What follows belongs to an exercise in optimizing a design on an open flow for small area, a short achievable clock period and few clock cycles per item; a production flow would make more cautious choices. Function was checked by simulation only, so behaviour that the tests miss may differ from the original. No activity file was given, so power comes from the tool's default toggle rates.

## smash_noc
module smash_noc #(
	parameter ADDR_SIZE       = 4,
	parameter DATA_SIZE       = 32,
	parameter NUM_ROWS        = 16,
	parameter NUM_COLUMNS     = 16,
	parameter ROUTER_ROW_ADDR = 6,
	parameter ROUTER_COL_ADDR = 9
) (
	input 					 i_clk, i_rst,
	input 					 i_ready_up,
	input [ADDR_SIZE - 1:0]  i_addr_row_up,
	input [ADDR_SIZE - 1:0]  i_addr_col_up,
	input [DATA_SIZE - 1:0]  i_data_up,
	input 					 i_valid_up,
	output 	 				 o_ready_up,
	output 					 o_valid_up,
	output [ADDR_SIZE - 1:0] o_addr_row_up,
	output [ADDR_SIZE - 1:0] o_addr_col_up,
	output [DATA_SIZE - 1:0] o_data_up,
	input 					 i_ready_down,
	input [ADDR_SIZE - 1:0]  i_addr_row_down,
	input [ADDR_SIZE - 1:0]  i_addr_col_down,
	input [DATA_SIZE - 1:0]  i_data_down,
	input 					 i_valid_down,
	output 	 				 o_ready_down,
	output 					 o_valid_down,
	output [ADDR_SIZE - 1:0] o_addr_row_down,
	output [ADDR_SIZE - 1:0] o_addr_col_down,
	output [DATA_SIZE - 1:0] o_data_down,
	input 					 i_ready_left,
	input [ADDR_SIZE - 1:0]  i_addr_row_left,
	input [ADDR_SIZE - 1:0]  i_addr_col_left,
	input [DATA_SIZE - 1:0]  i_data_left,
	input 					 i_valid_left,
	output 	 				 o_ready_left,
	output 					 o_valid_left,
	output [ADDR_SIZE - 1:0] o_addr_row_left,
	output [ADDR_SIZE - 1:0] o_addr_col_left,
	output [DATA_SIZE - 1:0] o_data_left,
	input 					 i_ready_right,
	input [ADDR_SIZE - 1:0]  i_addr_row_right,
	input [ADDR_SIZE - 1:0]  i_addr_col_right,
	input [DATA_SIZE - 1:0]  i_data_right,
	input 					 i_valid_right,
	output 	 				 o_ready_right,
	output 					 o_valid_right,
	output [ADDR_SIZE - 1:0] o_addr_row_right,
	output [ADDR_SIZE - 1:0] o_addr_col_right,
	output [DATA_SIZE - 1:0] o_data_right,
	input 					 pcpi_valid,
	input [31:0] 			 pcpi_insn,
	input [31:0] 			 pcpi_rs1,
	input [31:0] 			 pcpi_rs2,
	output 	 				 pcpi_wr,
	output [31:0] 			 pcpi_rd,
	output 					 pcpi_wait,
	output 	 				 pcpi_ready
);
export LEC_CHECK = 0
export CAP_MARGIN = 20
export CORE_MARGIN = 2
export CORE_UTILIZATION = 20
export PLACE_DENSITY = 0.4
export SETUP_SLACK_MARGIN = 2.3
export SLEW_MARGIN = 20
create_clock -name core_clock -period 6.0 [get_ports {i_clk}]
standard.sh (not shown) runs the stock make flow with config.mk's settings and CLKGATE_MAP_FILE= SYNTH_SCRIPT=/design/flow/synth_recipe.tcl, a recipe that flattens the netlist after the stock synthesis.
==> flow/flow/run.sh <==
#!/bin/bash
# Standard ORFS flow, with small buffers on the ports instead of the
# delay cells buffer_ports picks by default.
set -o pipefail
bash standard.sh BUFFER_PORTS_ARGS="-buffer_cell sky130_fd_sc_hd__buf_1" finish > flow.log 2>&1
The first run finished with timing, DRC and antenna clean.
Testbench counts at the start, summed over its fixed seeds: cycles 3,730, items 8,000.
Next try:
--- a/flow/config.mk
+++ b/flow/config.mk
@@ -8,6 +8,6 @@
 export CAP_MARGIN = 20
 export CORE_MARGIN = 2
-export CORE_UTILIZATION = 20
-export PLACE_DENSITY = 0.4
+export CORE_UTILIZATION = 30
+export PLACE_DENSITY = 0.5
 export SETUP_SLACK_MARGIN = 2.3
 export SLEW_MARGIN = 20
The changed run finished clean; area after synthesis does not change; routed wire length decreases by about 8%; total power decreases by 1.3%; setup slack improved by 0.021 ns; non-clock buffer count decreases by 8; utilization increases by 13 points; register-to-register slack improved by 0.11 ns; cell area decreases by 2.4%; fmax increases by about 0.56%; die area decreases by about 33%; via count increases by 0.53%.
Next try:
--- a/flow/config.mk
+++ b/flow/config.mk
@@ -10,4 +10,4 @@
 export CORE_UTILIZATION = 30
 export PLACE_DENSITY = 0.5
-export SETUP_SLACK_MARGIN = 2.3
+export SETUP_SLACK_MARGIN = 2.45
 export SLEW_MARGIN = 20
The new run completed with no timing, DRC or antenna violations.
Wire length hardly moves.
Non-clock buffer count rises by 14.
Global-route usage shrinks by 0.51 points.
Design area increases slightly.
Maximum frequency stays flat.
Flip-flop and latch count is unchanged.
Combinational power increases slightly.
Critical path depth stays the same.
Total power went up slightly.
Worst setup slack loses 0.0041 ns.
Next try:
--- a/flow/config.mk
+++ b/flow/config.mk
@@ -10,4 +10,4 @@
 export CORE_UTILIZATION = 30
 export PLACE_DENSITY = 0.5
-export SETUP_SLACK_MARGIN = 2.45
+export SETUP_SLACK_MARGIN = 2.0
 export SLEW_MARGIN = 20
What happened: Die area stays the same. Worst setup slack gets worse by 0.27 ns. Via count barely changes. Global-route usage goes down by 0.63 points. Routed wire length goes down by about 1.7%. Core utilization goes down by 1.8 points. Final area goes down by about 4.5%. Worst hold slack gets better by 0.0061 ns.

-- static timing again, ports no longer ideal --
Ports are ideal in the flow. The routed layouts listed here were re-timed in OpenROAD.
Step 1: set_driving_cell puts a clkbuf_16 on i_clk and a buf_2 on each other input, an assumption about the parent block.
Step 2, shift: input delay + t, output delay - t, t = (earliest + latest rising clock arrival at the registers) / 2. This alone moves slack from input paths to output paths.
a / b / c = ideal ports / drivers / drivers and shift; a / b = the first two.
run | t, ns | setup WS [ns] | worst hold slack (ns)
the first run | 0.382 | 2.279 / 2.231 / 2.231 | 0.514 / 0.514 / 0.514
the second run | 0.363 | 2.299 / 2.256 / 2.256 | 0.511 / 0.511 / 0.511
the third run | 0.380 | 2.295 / 2.256 / 2.256 | 0.506 / 0.506 / 0.506
the fourth run | 0.366 | 2.028 / 2.011 / 2.011 | 0.512 / 0.512 / 0.512
After both steps setup and hold are still met in every run listed. For the first run, which loses most, drivers alone change the setup slack by -0.048 ns; drivers and shift together by -0.048 ns.
